This is an optimization exercise on Yosys and OpenROAD, whose aim is small area, a short achievable clock period and few clock cycles, not a production implementation.
The RTL was checked by simulation tests, not by an equivalence proof against the original design.

**design/flow/config.mk**
```make
export PLATFORM = sky130hd
export DESIGN_NAME = top
export DESIGN_NICKNAME = top
export VERILOG_FILES = /design/flow/design.v
export SDC_FILE = /design/flow/constraint.sdc
export NUM_CORES = 4
export LEC_CHECK = 0
export CAP_MARGIN = 20
export CORE_MARGIN = 2
export CORE_UTILIZATION = 45
export PLACE_DENSITY = 0.6
export SLEW_MARGIN = 20
```
**design/flow/constraint.sdc**
```tcl
create_clock -name core_clock -period 35.0 [get_ports {clk}]
set_input_delay 7.0000 -clock core_clock [delete_from_list [all_inputs] [get_ports {clk}]]
set_output_delay 7.0000 -clock core_clock [all_outputs]
set_load 0.01 [all_outputs]
```
**design/flow/design.v**
```verilog
module multiplier (
    input  [15:0] a,
    input  [15:0] b,
    output [15:0] p
);
    wire [24:0] full = a[14:0] * b[14:0];
    assign p = {a[15] ^ b[15], full[24:10]};
endmodule
module smacc (
    input  [15:0] acc,
    input  [15:0] p,
    output [15:0] res
);
    wire        az = ~(|acc[14:0]);
    wire        as = acc[15] & ~az;           
    wire        s  = p[15];
    wire [16:0] t  = {as, as, acc[14:0]} + {s, s, p[14:0] ^ {15{s}}} + {16'd0, s};
    assign res = {t[16], t[14:0]};
endmodule
module s1neuron #(parameter G = 2, parameter CW = 5) (
    input              clk,
    input  [CW-1:0]    cnt,
    input              busy,
    input  [127:0]     IN,
    input  [127:0]     Wr,
    output [3:0]       addr_r,
    output reg [15:0]  h
);
    localparam Q = 8 / G;
    localparam LG = (G <= 2) ? 1 : (G <= 4) ? 2 : 3;
    wire [CW-1:0] u = cnt;
    wire [LG-1:0] g = (G == 1) ? 0 : u[LG-1:0];
    assign addr_r = (u < 8*G) ? {1'b0, u[LG+2:LG]} : 4'd0;
    reg  [16*Q-1:0] opx, opw;
    reg  [16*Q-1:0] prod;
    wire [16*Q-1:0] pw;
    reg  [15:0] acc;
    genvar i;
    generate
        for (i = 0; i < Q; i = i + 1) begin : lane
            always @(posedge clk) begin
                opx[16*i +: 16] <= IN[16*(g*Q+i) +: 16];
                opw[16*i +: 16] <= Wr[16*(g*Q+i) +: 16];
            end
            multiplier mul (.a(opx[16*i +: 16]), .b(opw[16*i +: 16]), .p(pw[16*i +: 16]));
        end
    endgenerate
    always @(posedge clk) prod <= pw;
    wire [CW-1:0] u2 = cnt - 2;
    wire          act = (cnt >= 2) && (cnt < 8*G+2);
    wire          first = (G == 1) ? 1'b1 : (u2[LG-1:0] == 0);
    wire          last  = (G == 1) ? 1'b1 : (u2[LG-1:0] == G-1);
    wire [16*(Q+1)-1:0] chain;
    assign chain[15:0] = first ? 16'd0 : acc;
    generate
        for (i = 0; i < Q; i = i + 1) begin : fold
            smacc add (.acc(chain[16*i +: 16]), .p(prod[16*i +: 16]), .res(chain[16*(i+1) +: 16]));
        end
    endgenerate
    wire [15:0] s = chain[16*Q +: 16];
    always @(posedge clk) begin
        if (act) acc <= s;
        if (act && last) h <= s[15] ? 16'd0 : s;
    end
endmodule
module rmac #(parameter G = 2) (
    input              clk,
    input              act,
    input  [G-1:0]     sel,
    input              first,
    input  [15:0]      w,
    input  [15:0]      h,
    output reg [16*G-1:0] y
);
    wire [15:0] p, s;
    reg  [15:0] cur;
    integer k;
    always @* begin
        cur = 16'd0;
        for (k = 0; k < G; k = k + 1)
            if (sel[k]) cur = y[16*k +: 16];
    end
    multiplier mul (.a(w), .b(h), .p(p));
    smacc add (.acc(first ? 16'd0 : cur), .p(p), .res(s));
    always @(posedge clk)
        for (k = 0; k < G; k = k + 1)
            if (act && sel[k]) y[16*k +: 16] <= s;
endmodule
module s2neuron #(parameter G = 2, parameter CW = 5) (
    input              clk,
    input  [CW-1:0]    cnt,
    input  [127:0]     Wc,
    input  [15:0]      h,
    output [3:0]       addr_c,
    output [127:0]     Y
);
    localparam Q = 8 / G;
    localparam LG = (G <= 2) ? 1 : (G <= 4) ? 2 : 3;
    wire [CW-1:0] v = cnt - (G + 1);
    wire [LG-1:0] g = (G == 1) ? 0 : v[LG-1:0];
    assign addr_c = {1'b0, v[LG+2:LG]};
    wire [CW-1:0] v2 = cnt - (G + 2);
    wire          act = (cnt >= G+2) && (cnt < 9*G+2);
    wire [LG-1:0] g2 = (G == 1) ? 0 : v2[LG-1:0];
    wire          first = (v2 < G);
    wire [G-1:0]  sel = 1 << g2;
    reg  [16*Q-1:0] opw;
    wire [16*8-1:0] y;
    genvar i, k;
    generate
        for (i = 0; i < Q; i = i + 1) begin : lane
            wire [16*G-1:0] ly;
            always @(posedge clk) opw[16*i +: 16] <= Wc[16*(g*Q+i) +: 16];
            rmac #(G) mac (.clk(clk), .act(act), .sel(sel), .first(first),
                           .w(opw[16*i +: 16]), .h(h), .y(ly));
            for (k = 0; k < G; k = k + 1) begin : out
                assign y[16*(k*Q+i) +: 16] = ly[16*k +: 16];
            end
        end
        for (i = 0; i < 8; i = i + 1) begin : relu
            assign Y[16*i +: 16] = y[16*i+15] ? 16'd0 : y[16*i +: 16];
        end
    endgenerate
endmodule
module ctrl #(parameter G = 2, parameter CW = 5) (
    input               clk,
    input               reset,
    input               start,
    output reg          done,
    output reg [CW-1:0] cnt,
    output reg          busy
);
    localparam LAST = 9*G+1;
    always @(posedge clk) begin
        if (reset) begin
            busy <= 1'b0;
            cnt  <= 0;
            done <= 1'b0;
        end else if (start) begin
            busy <= 1'b1;
            cnt  <= busy ? 0 : 1;
            done <= 1'b0;
        end else if (busy) begin
            if (cnt == LAST) begin
                busy <= 1'b0;
                cnt  <= 0;
                done <= 1'b1;
            end else
                cnt <= cnt + 1'b1;
        end
    end
endmodule
module top (
    input          clk,
    input          reset,
    input          start,
    input  [127:0] IN,
    output [3:0]   addr_r,
    output [3:0]   addr_c,
    input  [127:0] Wr,
    input  [127:0] Wc,
    output         done,
    output [127:0] Y
);
    localparam G  = 2;
    localparam CW = 5;
    wire [CW-1:0] cnt;
    wire          busy;
    wire [15:0]   h;
    ctrl #(G, CW) ctrl_path (.clk(clk), .reset(reset), .start(start),
                             .done(done), .cnt(cnt), .busy(busy));
    s1neuron #(G, CW) s1n (.clk(clk), .cnt(cnt), .busy(busy), .IN(IN), .Wr(Wr),
                           .addr_r(addr_r), .h(h));
    s2neuron #(G, CW) s2n (.clk(clk), .cnt(cnt), .Wc(Wc), .h(h),
                           .addr_c(addr_c), .Y(Y));
endmodule
```
**design/flow/run.sh**
```bash
#!/bin/bash
# synth_recipe.tcl (not shown) runs the flow's synth.tcl, then flattens the netlist and writes it again
# the make line also repeats each setting of config.mk as NAME=value (left out here)
make -C /OpenROAD-flow-scripts/flow DESIGN_CONFIG=/design/flow/config.mk WORK_HOME=/design/flow/orfs CLKGATE_MAP_FILE= SYNTH_SCRIPT=/design/flow/synth_recipe.tcl finish
```
==> metrics.md, run 1 <==
| Metric | Value |
|---|---|
| Clock root buffer master | sky130_fd_sc_hd__clkbuf_16 |
| Total of cells resized after clock tree synthesis | 0 |
| Setup violations, final | 0 |
| Post-synthesis instance area | 0.0713 sq mm |
| Required @ worst endpoint | 28,000 ps |
| Portion of the post-synthesis area used by sequential elements | 0.141 |
| Area overhead of the layout relative to synthesis | 12.2% |
| Die height | 402 um |
| Worst path top cell family by delay | flip-flops |
| Final-stage net count | 10,100 |
| Detailed router's first-iteration violation count | 2,491 |
| Transition at the pin with the smallest max-transition slack | 1060 ps |
| Buffer levels on the longest clock path | 3 |
| Initial antenna violation count | 4 |
| Crit path cell chain | a21oi_1 > xnor2_1 > clkdlybuf4s50_1 |
| Placer's final routability congestion estimate | 0.847 |
| Tightest Hold Check Type | flip-flop to flip-flop |
| Total via count in the routed design | 50,700 |
| Post-CTS setup-driven buffer insertion count | 0 |
| Data arrival time at the worst-slack endpoint | 3110 ps |
| Max Clk Rate | 98.9 MHz |
| Number of placement rows | 146 |
| Final core utilization | 0.507 |
| Highest-count cells in the layout ignoring fill and taps | 1,375 x sky130_fd_sc_hd__inv_1, 1,272 x sky130_fd_sc_hd__fa_1, 1,000 x sky130_fd_sc_hd__nand2_1 |
| Synth Area per Inst | 9.46 sq um |
| Reg2Reg Depth | 29 |
| Gate Count Post-Synth | 7,536 |
| TritonCTS clock tree | yes |
| Initial core utilization | 0.452 |
| Final setup TNS | 0 ps |
| Final Cycle Share | 0.289 |
| Flip-flop and latch count after synthesis | 422 |
| Cell Count Post-Placement | 9,819 |
| Share of post-route cells with drive strength above 1 | 0.0456 |
| Tmin final | 10,110 ps |
| Iteration count of the initial detailed-routing pass | 5 |
| Slowest cell delay on critical path | 940 ps |
| Warnings from Yosys | 4 |
| Drt wl/cell | 18.3 um |
| Maximum level of the CTS H-tree | 2 |
| Global-route wire length before repair | 300 mm |
| Final cell count without fillers | 9,925 |
| Logic depth of the worst setup path including buffers | 3 |
| Post-CTS Hold Fix Bufs | 0 |
| Slew headroom | 0.293 |
| Count of cell types in the netlist | 79 |
| Die ar. | 0.162 sq mm |
| Die W | 402 um |
| Instance area at placement | 0.0781 sq mm |
| Setup Skew | 41.3 ps |
| Number of synthesized flops with an enable pin | 159 |
| CTS Buf Count | 56 |
| Number of nets still failing antenna checks after routing | 0 |
| Port-buffer cells | 513 |
| Insertion delay of the later-clocked pin in the worst-skew pair | 720 ps |
| Kind of start point of the critical path | flip-flop |
| Biggest area consumer among synthesized cells | sky130_fd_sc_hd__fa_1 |
| Aggregate routed wire length | 182 mm |
| Total DRC errors in the routed layout | 0 |
| Worst hold margin | 477 ps |
| Flip-flop cell with the highest count after synthesis | sky130_fd_sc_hd__dfxtp_1 |
| Critical path capture point type | output port |
| I/O pin total | 524 |
| Ratio of routed vias to standard cells | 5.11 |
| Final critical-path setup slack | 24,890 ps |
| Outcome | timing/DRC/antenna clean |
| Detailed placement HPWL | 141 mm |
| Maxcap violations | 0 |
| Area share of the leading cell type in the synthesized netlist | 0.357 |
| Clock transition at the register clock pins on the worst setup and hold paths after CTS | 60 ps |
| Dominant cells by area after synthesis | sky130_fd_sc_hd__fa_1 36%, sky130_fd_sc_hd__ha_1 11%, sky130_fd_sc_hd__dfxtp_1 7.4% |
| Cell with the biggest individual delay on the critical path | sky130_fd_sc_hd__dfxtp_4 |
| CTS Sinks | 422 |
| Final std cell area, no fill | 0.0800 sq mm |
| RSZ-0062 raised after global routing | false |
| Final-report max-slew violation count | 0 |
| Critical path fanouts, max | 62 |
| Area of the placeable core | 0.158 sq mm |
| Maximum number of pins on one net before global-route repair | 104 |
| Class of the most critical setup path | flip-flop to output port |
| Overflow after GRT | 0 |
| Worst slack, placed | 25,570 ps |
| Leading cell type in the layout, fill and taps excluded | sky130_fd_sc_hd__inv_1 |
| Number of fill cells | 14,700 |
| Final hold viol count | 0 |
| Vias in the first global route | 55,800 |
| Overall routing resource usage | 0.232 |
| Hold path depth | 1 |
| CP bufs+invs | 1 |
| Async SR Flop Fraction | 0 |
-- kinds of logic (layout without fill, tap and decap cells) --
group                      count (synthesis)  after routing  synth area share
muxes                                    262            262            0.0402
adders and majority gates               1917           1917             0.470
and+or+nand+nor                         2350           2350             0.164
xor gates and xnor gates                 416            416            0.0517
DFF                                      422            422             0.141
other                                      1             11         0.0000526
AOI/OAI and AO/OA                        442            442            0.0416
buffers and inverters                   1726           2033            0.0914
-- Yosys cell counts (5+ instances only) --
master and n:
sky130_fd_sc_hd__nand4_1 13, sky130_fd_sc_hd__or2_2 7, sky130_fd_sc_hd__a41oi_1 5, sky130_fd_sc_hd__o31ai_1 7
sky130_fd_sc_hd__a31o_2 7, sky130_fd_sc_hd__inv_1 1375, sky130_fd_sc_hd__ha_1 645, sky130_fd_sc_hd__or3_1 12
sky130_fd_sc_hd__mux2_2 196, sky130_fd_sc_hd__a31oi_1 8, sky130_fd_sc_hd__o21ai_1 8, sky130_fd_sc_hd__nor2b_1 172
sky130_fd_sc_hd__a211oi_1 18, sky130_fd_sc_hd__nand3_1 31, sky130_fd_sc_hd__nor3b_1 7, sky130_fd_sc_hd__o22ai_1 6
sky130_fd_sc_hd__nand2b_1 24, sky130_fd_sc_hd__buf_1 19, sky130_fd_sc_hd__xnor2_1 265, sky130_fd_sc_hd__a41o_1 10
sky130_fd_sc_hd__fa_1 1272, sky130_fd_sc_hd__a211o_1 11, sky130_fd_sc_hd__o21a_1 40, sky130_fd_sc_hd__xor2_1 148
sky130_fd_sc_hd__nor2_1 187, sky130_fd_sc_hd__a21oi_1 140, sky130_fd_sc_hd__dfxtp_1 263, sky130_fd_sc_hd__o21bai_1 18
sky130_fd_sc_hd__nor3_1 53, sky130_fd_sc_hd__or4_1 19, sky130_fd_sc_hd__and3_1 21, sky130_fd_sc_hd__and2_1 768
sky130_fd_sc_hd__nor4_1 17, sky130_fd_sc_hd__clkbuf_1 318, sky130_fd_sc_hd__a21o_1 63, sky130_fd_sc_hd__o21ai_0 54
sky130_fd_sc_hd__edfxtp_1 159, sky130_fd_sc_hd__and4_1 5, sky130_fd_sc_hd__mux2i_1 66, sky130_fd_sc_hd__buf_4 10
sky130_fd_sc_hd__nand2_1 1000
-- sequential cells by signal, summed over array words and instances, names as in the netlist --
name / cells
ctrl_path.cnt: 5
s1n.opx: 64
s2n.opw: 64
s1n.h: 15
s1n.prod: 64
s1n.acc: 16
s1n.opw: 64
s2n.lane.mac.y: 128
ctrl_path.done: 1
ctrl_path.busy: 1
-- path summary, 6_finish.rpt --
path | start | endpoint | slack, ps
hold reg to reg | s1n.opx[15] | s1n.prod[15] | 480
hold / removal | s1n.opx[15] | s1n.prod[15] | 480
setup / recovery | ctrl_path.cnt[0] | addr_c[2] | 24890
setup reg to reg | s1n.h[5] | s2n.lane[2].mac.y[14] | 25940
-- per-layer routing --
| layer | track usage | routed length (um) |
|---|---|---|
| met5 | 0 | 29 |
| met4 | 0.0571 | 4150 |
| met3 | 0.0294 | 9540 |
| met1 | 0.311 | 79300 |
| met2 | 0.399 | 88600 |
-- area by class of cell --
class | count | area, sq um | area share
inverters | 1375 | 5160 | 0.0645
clock inverters | 33 | 424 | 0.00530
clock buffers | 72 | 1540 | 0.0193
well taps | 2072 | 2590 | 0.0324
multi-input cells | 5397 | 54800 | 0.685
repair buffers | 553 | 5450 | 0.0681
diodes | 1 | 2.50 | 0.0000313
flip-flops and latches | 422 | 10000 | 0.125
-- worst register-to-register path, delay by kind of cell, from the launching register on --
family | cells | cell delay, ps
adder cells (fa/ha/maj) | 8 | 3210
AO/OA/AOI/OAI | 13 | 3060
flip-flops | 1 | 990
buffers and inverters | 5 | 830
multiplexers | 1 | 440
AND/OR/NAND/NOR | 2 | 310
Testbench counts, summed over its fixed seeds: cycles 10,240.
==> run 2: changes to the inputs <==
--- a/design/flow/design.v
+++ b/design/flow/design.v
@@ -23,14 +23,12 @@
     input              busy,
     input  [127:0]     IN,
     input  [127:0]     Wr,
-    output [3:0]       addr_r,
     output reg [15:0]  h
 );
     localparam Q = 8 / G;
     localparam LG = (G <= 2) ? 1 : (G <= 4) ? 2 : 3;
     wire [CW-1:0] u = cnt;
     wire [LG-1:0] g = (G == 1) ? 0 : u[LG-1:0];
-    assign addr_r = (u < 8*G) ? {1'b0, u[LG+2:LG]} : 4'd0;
     reg  [16*Q-1:0] opx, opw;
     reg  [16*Q-1:0] prod;
     wire [16*Q-1:0] pw;
@@ -91,14 +89,12 @@
     input  [CW-1:0]    cnt,
     input  [127:0]     Wc,
     input  [15:0]      h,
-    output [3:0]       addr_c,
     output [127:0]     Y
 );
     localparam Q = 8 / G;
     localparam LG = (G <= 2) ? 1 : (G <= 4) ? 2 : 3;
     wire [CW-1:0] v = cnt - (G + 1);
     wire [LG-1:0] g = (G == 1) ? 0 : v[LG-1:0];
-    assign addr_c = {1'b0, v[LG+2:LG]};
     wire [CW-1:0] v2 = cnt - (G + 2);
     wire          act = (cnt >= G+2) && (cnt < 9*G+2);
     wire [LG-1:0] g2 = (G == 1) ? 0 : v2[LG-1:0];
@@ -128,25 +124,37 @@
     input               start,
     output reg          done,
     output reg [CW-1:0] cnt,
-    output reg          busy
+    output reg          busy,
+    output reg [3:0]    addr_r,
+    output reg [3:0]    addr_c
 );
     localparam LAST = 9*G+1;
+    localparam LG = (G <= 2) ? 1 : (G <= 4) ? 2 : 3;
+    reg [CW-1:0] nxt;
+    reg [CW-1:0] vn;
+    always @* begin
+        nxt = cnt;
+        if (reset)
+            nxt = 0;
+        else if (start)
+            nxt = busy ? 0 : 1;
+        else if (busy)
+            nxt = (cnt == LAST) ? 0 : cnt + 1'b1;
+        vn = nxt - (G + 1);
+    end
     always @(posedge clk) begin
+        cnt    <= nxt;
+        addr_r <= (nxt < 8*G) ? {1'b0, nxt[LG+2:LG]} : 4'd0;
+        addr_c <= {1'b0, vn[LG+2:LG]};
         if (reset) begin
             busy <= 1'b0;
-            cnt  <= 0;
             done <= 1'b0;
         end else if (start) begin
             busy <= 1'b1;
-            cnt  <= busy ? 0 : 1;
             done <= 1'b0;
-        end else if (busy) begin
-            if (cnt == LAST) begin
-                busy <= 1'b0;
-                cnt  <= 0;
-                done <= 1'b1;
-            end else
-                cnt <= cnt + 1'b1;
+        end else if (busy && cnt == LAST) begin
+            busy <= 1'b0;
+            done <= 1'b1;
         end
     end
 endmodule
@@ -168,9 +176,10 @@
     wire          busy;
     wire [15:0]   h;
     ctrl #(G, CW) ctrl_path (.clk(clk), .reset(reset), .start(start),
-                             .done(done), .cnt(cnt), .busy(busy));
+                             .done(done), .cnt(cnt), .busy(busy),
+                             .addr_r(addr_r), .addr_c(addr_c));
     s1neuron #(G, CW) s1n (.clk(clk), .cnt(cnt), .busy(busy), .IN(IN), .Wr(Wr),
-                           .addr_r(addr_r), .h(h));
+                           .h(h));
     s2neuron #(G, CW) s2n (.clk(clk), .cnt(cnt), .Wc(Wc), .h(h),
-                           .addr_c(addr_c), .Y(Y));
+                           .Y(Y));
 endmodule
==> design/flow/flow/run.sh (new file) <==
#!/bin/bash
set -euo pipefail
bash standard.sh SETUP_SLACK_MARGIN=26.5 finish > standard_flow.log 2>&1
==> design/flow/standard.sh (new file) <==
#!/bin/bash
# synth_recipe.tcl (not shown) runs the flow's synth.tcl, then flattens the netlist and writes it again
# the make line also repeats each setting of config.mk as NAME=value (left out here)
make -C /OpenROAD-flow-scripts/flow DESIGN_CONFIG=/design/flow/config.mk WORK_HOME=/design/flow/orfs CLKGATE_MAP_FILE= SYNTH_SCRIPT=/design/flow/synth_recipe.tcl "${@:-finish}"
removed: design/flow/run.sh
==> run 2 against run 1 <==
Effect of this change:
- still clean
- synthesized cell count is 1.0% higher
- fmax is 17% higher
- critical path depth is 1 higher
- clock-buffer cell count is 3 higher
- register-to-register slack better by 850 ps
- first-iteration DRC count is 9.2% higher
- critical path type unchanged
- critical endpoint is now Y[107]
- highest routed layer is now met4
==> metrics.md, run 2 <==
| Metric | Value |
|---|---|
| Cell with the biggest individual delay on the critical path | sky130_fd_sc_hd__edfxtp_1 |
| Die height | 404 um |
| Logic depth of the worst setup path including buffers | 4 |
| Number of nets still failing antenna checks after routing | 0 |
| Setup violations, final | 0 |
| Transition at the pin with the smallest max-transition slack | 1160 ps |
| Share of post-route cells with drive strength above 1 | 0.0699 |
| Maximum level of the CTS H-tree | 2 |
| I/O pin total | 524 |
| Total via count in the routed design | 51,500 |
| Tmin final | 8650 ps |
| CP bufs+invs | 3 |
| Reg with most FFs | s2n.lane.mac.y |
| Count of cell types in the netlist | 82 |
| Post-CTS Hold Fix Bufs | 0 |
| Leading cell type in the layout, fill and taps excluded | sky130_fd_sc_hd__inv_1 |
| Iteration count of the initial detailed-routing pass | 5 |
| Biggest area consumer among synthesized cells | sky130_fd_sc_hd__fa_1 |
| Synth Area per Inst | 9.44 sq um |
| Hold path depth | 1 |
| Async SR Flop Fraction | 0 |
| Overflow after GRT | 0 |
| Critical path fanouts, max | 6 |
| Number of synthesized flops with an enable pin | 159 |
| Dominant cell by count in the synthesized netlist | sky130_fd_sc_hd__inv_1 |
| Post-synthesis instance area | 0.0719 sq mm |
| Area overhead of the layout relative to synthesis | 12.3% |
| Maxcap violations | 0 |
| Clock transition at the register clock pins on the worst setup and hold paths after CTS | 60 ps |
| Port-buffer cells | 513 |
| Number of placement rows | 146 |
| Global-route wire length before repair | 304 mm |
| Final setup TNS | 0 ps |
| Clock root buffer master | sky130_fd_sc_hd__clkbuf_16 |
| Placer's final routability congestion estimate | 0.865 |
| Critical path capture point type | output port |
| Detailed router's first-iteration violation count | 2,719 |
| Outcome | timing/DRC/antenna clean |
| Flip-flop and latch count after synthesis | 428 |
| Cell Count Post-Placement | 9,896 |
| RSZ-0062 raised after global routing | true |
| Final Cycle Share | 0.247 |
| Portion of the post-synthesis area used by sequential elements | 0.141 |
| Overall routing resource usage | 0.235 |
| Initial antenna violation count | 3 |
| Class of the most critical setup path | flip-flop to output port |
| Insertion delay of the later-clocked pin in the worst-skew pair | 680 ps |
| Flip-flop cell with the highest count after synthesis | sky130_fd_sc_hd__dfxtp_1 |
| Warnings from Yosys | 4 |
| TritonCTS clock tree | yes |
| Highest-count cells in the layout ignoring fill and taps | 1,423 x sky130_fd_sc_hd__inv_1, 1,272 x sky130_fd_sc_hd__fa_1, 982 x sky130_fd_sc_hd__nand2_1 |
| Slew headroom | 0.227 |
| Reg2Reg Depth | 30 |
| Flip-flop count of the largest register after layout | 128 |
| Ratio of routed vias to standard cells | 5.13 |
| Total DRC errors in the routed layout | 0 |
| Tightest Hold Check Type | flip-flop to flip-flop |
| Die W | 404 um |
| Area share of the leading cell type in the synthesized netlist | 0.354 |
| Max Clk Rate | 116 MHz |
| Crit path cell chain | buf_6 > buf_12 > nor2b_1 > buf_2 |
| CTS Sinks | 428 |
| Final-report max-slew violation count | 0 |
| Final hold viol count | 0 |
| Setup Skew | 39.3 ps |
| Detailed placement HPWL | 147 mm |
| Post-synth top cells | 1,424 x sky130_fd_sc_hd__inv_1, 1,272 x sky130_fd_sc_hd__fa_1, 982 x sky130_fd_sc_hd__nand2_1 |
| Worst path top cell family by delay | buffers and inverters |
| Final-stage net count | 10,200 |
| Dominant cells by area after synthesis | sky130_fd_sc_hd__fa_1 35%, sky130_fd_sc_hd__ha_1 11%, sky130_fd_sc_hd__dfxtp_1 7.5% |
| Slowest cell delay on critical path | 380 ps |
| Area of the placeable core | 0.159 sq mm |
| Required @ worst endpoint | 28,000 ps |
| Maximum number of pins on one net before global-route repair | 61 |
| CTS Buf Count | 55 |
| Final cell count without fillers | 10,000 |
| Drt wl/cell | 18.5 um |
| Kind of start point of the critical path | flip-flop |
| Initial core utilization | 0.453 |
| Aggregate routed wire length | 186 mm |
| Worst hold margin | 487 ps |
| Die ar. | 0.163 sq mm |
| Buffer levels on the longest clock path | 3 |
| Vias in the first global route | 56,200 |
| Gate Count Post-Synth | 7,615 |
| Data arrival time at the worst-slack endpoint | 1650 ps |
-- run 2: cell count changes after synthesis, sizes merged, moves of 12 or more --
cell / previous run / this run
and2: 768 / 814
a21o: 63 / 47
inv: 1375 / 1424
nand2: 1000 / 982
a31oi: 9 / 21
nor2: 187 / 168
o21ai: 63 / 83
-- run 2: worst reg2reg max path, delay by kind of cell (launching register included) --
family / cells / cell delay, ps
mux: 1 / 370
compound gates: 11 / 2170
simple gates: 4 / 790
buf+inv: 6 / 580
flops: 1 / 370
fa+ha+maj: 8 / 3670
-- run 2: cell families after synthesis --
family | share of synthesized area
AND/OR/NAND/NOR | 0.165
XOR/XNOR | 0.0508
buffers and inverters | 0.0934
other | 0.0000522
adder cells (fa/ha/maj) | 0.467
AO/OA/AOI/OAI | 0.0428
multiplexers | 0.0399
flip-flops | 0.141
-- run 2: what timing repair did --
action	4_1_cts	5_1_grt
gates resized for setup	484	103
cloned	3	2
pin swaps	0	1
buffers inserted	17	2
endpoints found under the setup margin	135	145
-- run 2: final cells by class --
class	count	area, sq um
Antenna cell	1	2.50
Clock buffer	75	1570
Sequential cell	428	10200
Clock inverter	29	267
Inverter	1424	5350
Fill cell	14800	77900
Multi-Input combinational cell	5421	55300
Timing Repair Buffer	575	5440
Tap cell	2072	2590
-- run 2: metal layers --
layer | GRT usage | vias to the layer above | wire length [um] | part of all wire
met1 | 0.310 | 26200 | 79600 | 0.43
met2 | 0.407 | 1322 | 91000 | 0.49
met4 | 0.0638 | 0 | 5150 | 0.028
li1 | - | 23800 | - | -
met3 | 0.0276 | 223 | 9750 | 0.053
met5 | 0 | - | 0 | 0
-- run 2: path summary, 6_finish.rpt --
path / start / to / slack [ps]
setup reg to reg: s1n.h[2] / s2n.lane[2].mac.y[14] / 26790
setup / recovery: s2n.lane[2].mac.y[31] / Y[107] / 26350
hold reg to reg: ctrl_path.done / ctrl_path.done / 490
hold / removal: ctrl_path.done / ctrl_path.done / 490
-- run 2: through the flow --
step / util / area [sq um] / setup WS [ps]
2_1_floorplan: - / 71900 / 27100
3_3_place_gp: 0.495 / 78600 / 26350
3_5_place_dp: 0.495 / 78600 / 26210
4_1_cts: 0.507 / 80400 / 26330
5_1_grt: 0.509 / 80700 / 26290
6_report: 0.509 / 80700 / 26350
Testbench counts of run 2, summed over its fixed seeds: cycles 10,240.
==> run 3: changes to the inputs <==
==> design/flow/run.sh (new file) <==
#!/bin/bash
# synth_recipe.tcl (not shown) runs the flow's synth.tcl, then flattens the netlist and writes it again
# the make line also repeats each setting of config.mk as NAME=value (left out here)
make -C /OpenROAD-flow-scripts/flow DESIGN_CONFIG=/design/flow/config.mk WORK_HOME=/design/flow/orfs CLKGATE_MAP_FILE= SYNTH_SCRIPT=/design/flow/synth_recipe.tcl finish
removed: design/flow/flow/run.sh
removed: design/flow/standard.sh
==> run 3 against run 2 <==
Effect of this change:
- still clean on timing, DRC and antenna
- global-route usage decreased by 0.077 points
- final area decreased by 0.33%
- non-clock buffer count decreased by 24
- synthesized cell count unchanged
- hold slack improved by 0.83 ps
- die area unchanged
- register-to-register slack got worse by 590 ps
- clock-buffer cell count unchanged
- critical path type unchanged
- critical endpoint is now Y[99]
==> metrics.md, run 3 <==
| Metric | Value |
|---|---|
| Final setup TNS | 0 ps |
| Detailed router's first-iteration violation count | 2,705 |
| Clock root buffer master | sky130_fd_sc_hd__clkbuf_16 |
| Slew headroom | 0.238 |
| Total DRC errors in the routed layout | 0 |
| Buffer levels on the longest clock path | 3 |
| Setup violations, final | 0 |
| Overall routing resource usage | 0.234 |
| Number of placement rows | 146 |
| Origin of the critical flop-to-flop path | s1n.h[3] |
| Final core utilization | 0.507 |
| Die height | 404 um |
| Max Clk Rate | 107 MHz |
| Maxcap violations | 0 |
| Highest-count cells in the layout ignoring fill and taps | 1,424 x sky130_fd_sc_hd__inv_1, 1,272 x sky130_fd_sc_hd__fa_1, 982 x sky130_fd_sc_hd__nand2_1 |
| Leading cell type in the layout, fill and taps excluded | sky130_fd_sc_hd__inv_1 |
| Async SR Flop Fraction | 0 |
| Warnings from Yosys | 4 |
| Setup Skew | 38.1 ps |
| Total of cells resized after clock tree synthesis | 0 |
| Ratio of routed vias to standard cells | 5.13 |
| Detailed placement HPWL | 147 mm |
| Dominant cells by area after synthesis | sky130_fd_sc_hd__fa_1 35%, sky130_fd_sc_hd__ha_1 11%, sky130_fd_sc_hd__dfxtp_1 7.5% |
| Final hold viol count | 0 |
| Count of cell types in the netlist | 82 |
| Iteration count of the initial detailed-routing pass | 5 |
| Post-synth top cells | 1,424 x sky130_fd_sc_hd__inv_1, 1,272 x sky130_fd_sc_hd__fa_1, 982 x sky130_fd_sc_hd__nand2_1 |
| Outcome | timing/DRC/antenna clean |
| Area of the multi-input gates | 0.0550 sq mm |
| Reg with most FFs | s2n.lane.mac.y |
| Maximum number of pins on one net before global-route repair | 61 |
| Maximum level of the CTS H-tree | 2 |
| Gate Count Post-Synth | 7,615 |
| Total via count in the routed design | 51,400 |
| Tmin final | 9310 ps |
| CTS Buf Count | 55 |
| Capturing point of the worst reg2reg path | s2n.lane[0].mac.y[30] |
| Transition at the pin with the smallest max-transition slack | 1140 ps |
| Hold_sp | ctrl_path.done |
| Flip-flop count of the largest register after layout | 128 |
| Flip-flop and latch count after synthesis | 428 |
| Vias in the first global route | 56,100 |
| Area overhead of the layout relative to synthesis | 11.9% |
| Number of fill cells | 14,800 |
| Number of synthesized flops with an enable pin | 159 |
| Worst reg-to-reg setup slack | 26,200 ps |
| Initial core utilization | 0.453 |
| Die W | 404 um |
| Tightest Hold Check Type | flip-flop to flip-flop |
| Insertion delay of the later-clocked pin in the worst-skew pair | 680 ps |
| Global-route wire length before repair | 303 mm |
| Critical path capture point type | output port |
| I/O pin total | 524 |
| Final-stage net count | 10,200 |
| Initial antenna violation count | 3 |
| Port-buffer cells | 513 |
| Cell with the biggest individual delay on the critical path | sky130_fd_sc_hd__edfxtp_1 |
| Kind of start point of the critical path | flip-flop |
| Final Cycle Share | 0.266 |
| Share of post-route cells with drive strength above 1 | 0.0460 |
| Number of nets still failing antenna checks after routing | 0 |
| Biggest area consumer among synthesized cells | sky130_fd_sc_hd__fa_1 |
| Flip-flop cell with the highest count after synthesis | sky130_fd_sc_hd__dfxtp_1 |
| Critical path fanouts, max | 16 |
| Aggregate routed wire length | 185 mm |
| Post-CTS Hold Fix Bufs | 0 |
| CP bufs+invs | 1 |
| Worst path top cell family by delay | flip-flops |
| Area share of the leading cell type in the synthesized netlist | 0.354 |
| Area of the placeable core | 0.159 sq mm |
| Storage cell area | 0.0102 sq mm |
| Hold-critical path endpoint | ctrl_path.done |
| Dominant cell by count in the synthesized netlist | sky130_fd_sc_hd__inv_1 |
| Clock transition at the register clock pins on the worst setup and hold paths after CTS | 60 ps |
| Required @ worst endpoint | 28,000 ps |
| RSZ-0062 raised after global routing | false |
| Final-report max-slew violation count | 0 |
| Class of the most critical setup path | flip-flop to output port |
| TritonCTS clock tree | yes |
| CTS Sinks | 428 |
| Drt wl/cell | 18.5 um |
| Die ar. | 0.163 sq mm |
| Crit path cell chain | nor2b_1 > clkdlybuf4s50_1 |
| Post-synthesis instance area | 0.0719 sq mm |
| Reg2Reg Depth | 29 |
| Hold path depth | 1 |
| Placer's final routability congestion estimate | 0.865 |
| Portion of the post-synthesis area used by sequential elements | 0.141 |
| Data arrival time at the worst-slack endpoint | 2310 ps |
| Overflow after GRT | 0 |
| Post-CTS setup-driven buffer insertion count | 0 |
| Slowest cell delay on critical path | 970 ps |
| Synth Area per Inst | 9.44 sq um |
run 3: cell count changes in the layout (fill, tap and decap cells not counted), sizes merged:
| cell | change |
|---|---|
| buf | -118 |
| clkbuf | -1 |
| clkdlybuf4s15 | -25 |
| clkdlybuf4s50 | +127 |
| diode | +1 |
| dlygate4sd2 | -7 |
run 3: cell type report:
class,count,share of cell area
sequential,428,0.126
clock inverter,29,0.00331
clock buffer,75,0.0196
antenna,2,0.0000622
inverter,1424,0.0665
tap,2072,0.0322
timing repair buffer,551,0.0674
multi-input combinational,5421,0.685
run 3: metrics by stage:
stage | setup slack, ps | instances | area, sq um | hold slack [ps]
after floorplan | 27100 | 7624 | 71900 | 406
after global placement | 26350 | 9896 | 78600 | 470
after detailed placement | 26210 | 9896 | 78600 | 492
after CTS | 25580 | 10000 | 80400 | 504
after global routing | 25580 | 10000 | 80400 | 504
final | 25690 | 10000 | 80400 | 488
run 3: worst max path at each step:
stage	to	cells past startpoint	start	slack (ps)
final	Y[99]	2	s2n.lane[2].mac.y[31]	25690
after global routing	Y[109]	2	s2n.lane[2].mac.y[31]	25580
after CTS	Y[99]	2	s2n.lane[2].mac.y[31]	25580
after detailed placement	s2n.lane[0].mac.y[14]	29	s1n.h[3]	26210
after global placement	s2n.lane[0].mac.y[14]	28	s1n.h[3]	26350
after floorplan	s2n.lane[2].mac.y[14]	31	s1n.h[1]	27100
run 3: worst reg2reg max path, delay by kind of cell (launching register included):
kind,cells,cell delay [ps]
buffers and inverters,4,690
flip-flops,1,330
AND/OR/NAND/NOR,6,1330
AO/OA/AOI/OAI,11,2740
adder cells (fa/ha/maj),8,3500
run 3: cells by family after synthesis:
logic type / synth area share
compound gates: 0.0428
simple gates: 0.165
flops: 0.141
other cells: 0.0000522
mux: 0.0399
buf+inv: 0.0934
xor+xnor: 0.0508
fa+ha+maj: 0.467
run 3: per-layer routing:
metal	track usage	vias to the layer above	routed length [um]
met1	0.309	26100	79600
li1	-	23700	-
met5	0	-	0
met4	0.0626	0	5040
met2	0.407	1300	90900
met3	0.0266	219	9310
==> run 4: changes to the inputs <==
--- a/design/flow/design.v
+++ b/design/flow/design.v
@@ -66,9 +66,11 @@
     input              act,
     input  [G-1:0]     sel,
     input              first,
+    input              last,
     input  [15:0]      w,
     input  [15:0]      h,
-    output reg [16*G-1:0] y
+    output reg [16*G-1:0] y,
+    output reg [G-1:0] neg
 );
     wire [15:0] p, s;
     reg  [15:0] cur;
@@ -82,7 +84,10 @@
     smacc add (.acc(first ? 16'd0 : cur), .p(p), .res(s));
     always @(posedge clk)
         for (k = 0; k < G; k = k + 1)
-            if (act && sel[k]) y[16*k +: 16] <= s;
+            if (act && sel[k]) begin
+                y[16*k +: 16] <= s;
+                neg[k] <= last & s[15];
+            end
 endmodule
 module s2neuron #(parameter G = 2, parameter CW = 5) (
     input              clk,
@@ -99,22 +104,26 @@
     wire          act = (cnt >= G+2) && (cnt < 9*G+2);
     wire [LG-1:0] g2 = (G == 1) ? 0 : v2[LG-1:0];
     wire          first = (v2 < G);
+    wire          last  = (v2 >= 7*G);
     wire [G-1:0]  sel = 1 << g2;
     reg  [16*Q-1:0] opw;
     wire [16*8-1:0] y;
+    wire [7:0]      neg;
     genvar i, k;
     generate
         for (i = 0; i < Q; i = i + 1) begin : lane
             wire [16*G-1:0] ly;
+            wire [G-1:0]    lneg;
             always @(posedge clk) opw[16*i +: 16] <= Wc[16*(g*Q+i) +: 16];
-            rmac #(G) mac (.clk(clk), .act(act), .sel(sel), .first(first),
-                           .w(opw[16*i +: 16]), .h(h), .y(ly));
+            rmac #(G) mac (.clk(clk), .act(act), .sel(sel), .first(first), .last(last),
+                           .w(opw[16*i +: 16]), .h(h), .y(ly), .neg(lneg));
             for (k = 0; k < G; k = k + 1) begin : out
                 assign y[16*(k*Q+i) +: 16] = ly[16*k +: 16];
+                assign neg[k*Q+i] = lneg[k];
             end
         end
         for (i = 0; i < 8; i = i + 1) begin : relu
-            assign Y[16*i +: 16] = y[16*i+15] ? 16'd0 : y[16*i +: 16];
+            assign Y[16*i +: 16] = neg[i] ? 16'd0 : y[16*i +: 16];
         end
     endgenerate
 endmodule
==> design/flow/flow/run.sh (new file) <==
#!/bin/bash
set -euo pipefail
bash standard.sh SETUP_SLACK_MARGIN=26.8 finish > standard_flow.log 2>&1
==> design/flow/standard.sh (new file) <==
#!/bin/bash
# synth_recipe.tcl (not shown) runs the flow's synth.tcl, then flattens the netlist and writes it again
# the make line also repeats each setting of config.mk as NAME=value (left out here)
make -C /OpenROAD-flow-scripts/flow DESIGN_CONFIG=/design/flow/config.mk WORK_HOME=/design/flow/orfs CLKGATE_MAP_FILE= SYNTH_SCRIPT=/design/flow/synth_recipe.tcl "${@:-finish}"
removed: design/flow/run.sh
==> run 4 against run 3 <==
Effect of this change:
- largest cell class unchanged
- cell count stayed put
- non-clock buffer count is 109 higher
- clock-buffer cell count down 2
- via count grew 0.56%
- register-to-register slack improved by 660 ps
==> metrics.md, run 4 <==
| Metric | Value |
|---|---|
| Portion of the post-synthesis area used by sequential elements | 0.145 |
| Slew headroom | 0.243 |
| Iteration count of the initial detailed-routing pass | 7 |
| Highest-utilization routing layer at the global route stage | met2 |
| Aggregate routed wire length | 193 mm |
| Overall routing resource usage | 0.238 |
| Dominant cell by count in the synthesized netlist | sky130_fd_sc_hd__inv_1 |
| CTS Buf Count | 55 |
| Worst slack, placed | 26,120 ps |
| Highest-count cells in the layout ignoring fill and taps | 1,341 x sky130_fd_sc_hd__inv_1, 1,268 x sky130_fd_sc_hd__fa_1, 967 x sky130_fd_sc_hd__nand2_1 |
| Die W | 403 um |
| Clock transition at the register clock pins on the worst setup and hold paths after CTS | 60 ps |
| Met1 demand-to-capacity share in global routing | 0.322 |
| Setup Skew | 35.1 ps |
| Number of fill cells | 14,600 |
| Post-synthesis instance area | 0.0717 sq mm |
| Detailed router's first-iteration violation count | 2,827 |
| Final setup TNS | 0 ps |
| Dominant cells by area after synthesis | sky130_fd_sc_hd__fa_1 36%, sky130_fd_sc_hd__ha_1 11%, sky130_fd_sc_hd__dfxtp_1 7.5% |
| Area share of the leading cell type in the synthesized netlist | 0.355 |
| Insertion delay of the later-clocked pin in the worst-skew pair | 690 ps |
| Number of placement rows | 146 |
| Class of the most critical setup path | flip-flop to output port |
| Tightest Hold Check Type | flip-flop to flip-flop |
| Total via count in the routed design | 51,600 |
| Critical path capture point type | output port |
| Flip-flop cell with the highest count after synthesis | sky130_fd_sc_hd__dfxtp_1 |
| Transition at the pin with the smallest max-transition slack | 1140 ps |
| Diodes inserted | 0 |
| Max Clk Rate | 115 MHz |
| Final hold viol count | 0 |
| Final Cycle Share | 0.248 |
| Hold path depth | 1 |
| Drt wl/cell | 19.3 um |
| Die ar. | 0.162 sq mm |
| Tmin final | 8680 ps |
| Kind of start point of the critical path | flip-flop |
| Warnings from Yosys | 4 |
| Port-buffer cells | 521 |
| Detailed placement HPWL | 147 mm |
| Leading cell type in the layout, fill and taps excluded | sky130_fd_sc_hd__inv_1 |
| Vias in the first global route | 56,100 |
| Ratio of routed vias to standard cells | 5.16 |
| Total DRC errors in the routed layout | 0 |
| Required @ worst endpoint | 28,000 ps |
| Reg2Reg Depth | 33 |
| Outcome | timing/DRC/antenna clean |
| Final-report max-slew violation count | 0 |
| Critical path fanouts, max | 9 |
| RSZ-0062 raised after global routing | true |
| I/O pin total | 524 |
| Post-synth top cells | 1,347 x sky130_fd_sc_hd__inv_1, 1,272 x sky130_fd_sc_hd__fa_1, 967 x sky130_fd_sc_hd__nand2_1 |
| Synth Area per Inst | 9.55 sq um |
| Buffer levels on the longest clock path | 3 |
| Die height | 403 um |
| Flip-flop count of the largest register after layout | 128 |
| Final-stage net count | 10,200 |
| Biggest area consumer among synthesized cells | sky130_fd_sc_hd__fa_1 |
| CTS Sinks | 436 |
| Post-CTS Hold Fix Bufs | 0 |
| Initial antenna violation count | 4 |
| Global-route wire length before repair | 306 mm |
| Maximum number of pins on one net before global-route repair | 87 |
| Clock root buffer master | sky130_fd_sc_hd__clkbuf_16 |
| Share of post-route cells with drive strength above 1 | 0.0921 |
| Count of cell types in the netlist | 81 |
| Flip-flop and latch count after synthesis | 436 |
| Overflow after GRT | 0 |
| Setup violations, final | 0 |
| Initial core utilization | 0.453 |
| Number of nets still failing antenna checks after routing | 0 |
| Maximum level of the CTS H-tree | 2 |
| Placer's final routability congestion estimate | 0.870 |
| Final core utilization | 0.518 |
| Maxcap violations | 0 |
| Area overhead of the layout relative to synthesis | 14.4% |
| Async SR Flop Fraction | 0 |
| Final critical-path setup slack | 26,320 ps |
| Area of the placeable core | 0.158 sq mm |
| Data arrival time at the worst-slack endpoint | 1680 ps |
| Gate Count Post-Synth | 7,507 |
| Met3 usage in global routing | 0.0416 |
| Met2 track demand over resource in global routing | 0.401 |
| Reg with most FFs | s2n.lane.mac.y |
| Number of synthesized flops with an enable pin | 167 |
| TritonCTS clock tree | yes |
[run 4: layout make-up]
cell class              count  area [sq um]  share of cell area
repair buffers            660          6460              0.0788
inverters                1347          5060              0.0617
clock inverters            30           258             0.00314
clock buffers              73          1580              0.0193
well taps                2072          2590              0.0316
multi-input cells        5384         55600               0.678
flip-flops and latches    436         10400               0.127
[run 4: path summary, 6_finish.rpt]
path | startpoint | end | slack [ps]
worst max-delay path | s2n.lane[0].mac.neg[0] | Y[14] | 26320
worst min-delay path | s1n.opx[31] | s1n.prod[31] | 490
worst max register to register | s1n.h[1] | s2n.lane[1].mac.y[30] | 26860
worst min register to register | s1n.opx[31] | s1n.prod[31] | 490
[run 4: logic make-up after synthesis]
| group | synth area share |
|---|---|
| compound gates | 0.0425 |
| mux | 0.0402 |
| flops | 0.145 |
| fa+ha+maj | 0.468 |
| simple gates | 0.163 |
| other cells | 0.0000523 |
| buf+inv | 0.0889 |
| xor+xnor | 0.0522 |
[run 4: metrics by stage]
step,cells,hold WS [ps],cell area (sq um)
2_1_floorplan,7508,406,71700
3_3_place_gp,9807,471,78600
3_5_place_dp,9807,472,78600
4_1_cts,9939,481,80700
5_1_grt,10000,488,82000
6_report,10000,488,82000
[run 4: repair_timing]
action,4_1_cts,5_1_grt
buffers inserted,28,51
cloned,1,12
pin swaps,3,52
resized for setup,541,234
setup endpoints to repair,177,190
[run 4: worst max-delay path, stage by stage, from the launching register on]
cell                       delay (ps)
sky130_fd_sc_hd__edfxtp_1         430
sky130_fd_sc_hd__buf_6            160
sky130_fd_sc_hd__buf_12           140
sky130_fd_sc_hd__nor2b_1          120
sky130_fd_sc_hd__buf_2            150
[run 4: per-layer routing]
| metal | part of all wire | vias up |
|---|---|---|
| met3 | 0.063 | 210 |
| met5 | 0 | - |
| met2 | 0.48 | 1448 |
| met4 | 0.022 | 0 |
| li1 | - | 23600 |
| met1 | 0.44 | 26300 |
Testbench counts of run 4, summed over its fixed seeds: cycles 10,240.

## what the ideal ports hide
How much do the figures lean on ideal ports? The routed layouts below were timed once more, with nothing changed but the port constraints.
Step 1 sets driving cells, clkbuf_16 on the clock port and buf_2 on the other inputs (assumed; they add their load-dependent delay and slew).
Step 2 times the ports against the registers' clock, not the clock port: input delays grow and output delays shrink by t, the midpoint of the rising clock arrivals with the driver on.
Three values: ideal ports, drivers, drivers and shift; two values: the first two.
run | t, ns | setup WS [ns] | worst setup path after step 2 | slew at the worst register clock pin (ns) | cell pins on the clock port's net
run 1 | 0.786 | 24.891 / 24.801 / 25.586 | register to output | 0.07 / 0.07 | 1
run 2 | 0.745 | 26.348 / 26.267 / 26.573 | input to register | 0.07 / 0.07 | 1
run 3 | 0.744 | 25.689 / 25.607 / 26.195 | register to register | 0.07 / 0.07 | 1
run 4 | 0.748 | 26.319 / 26.239 / 26.396 | input to register | 0.07 / 0.07 | 1
After both steps setup and hold are still met in every run listed.
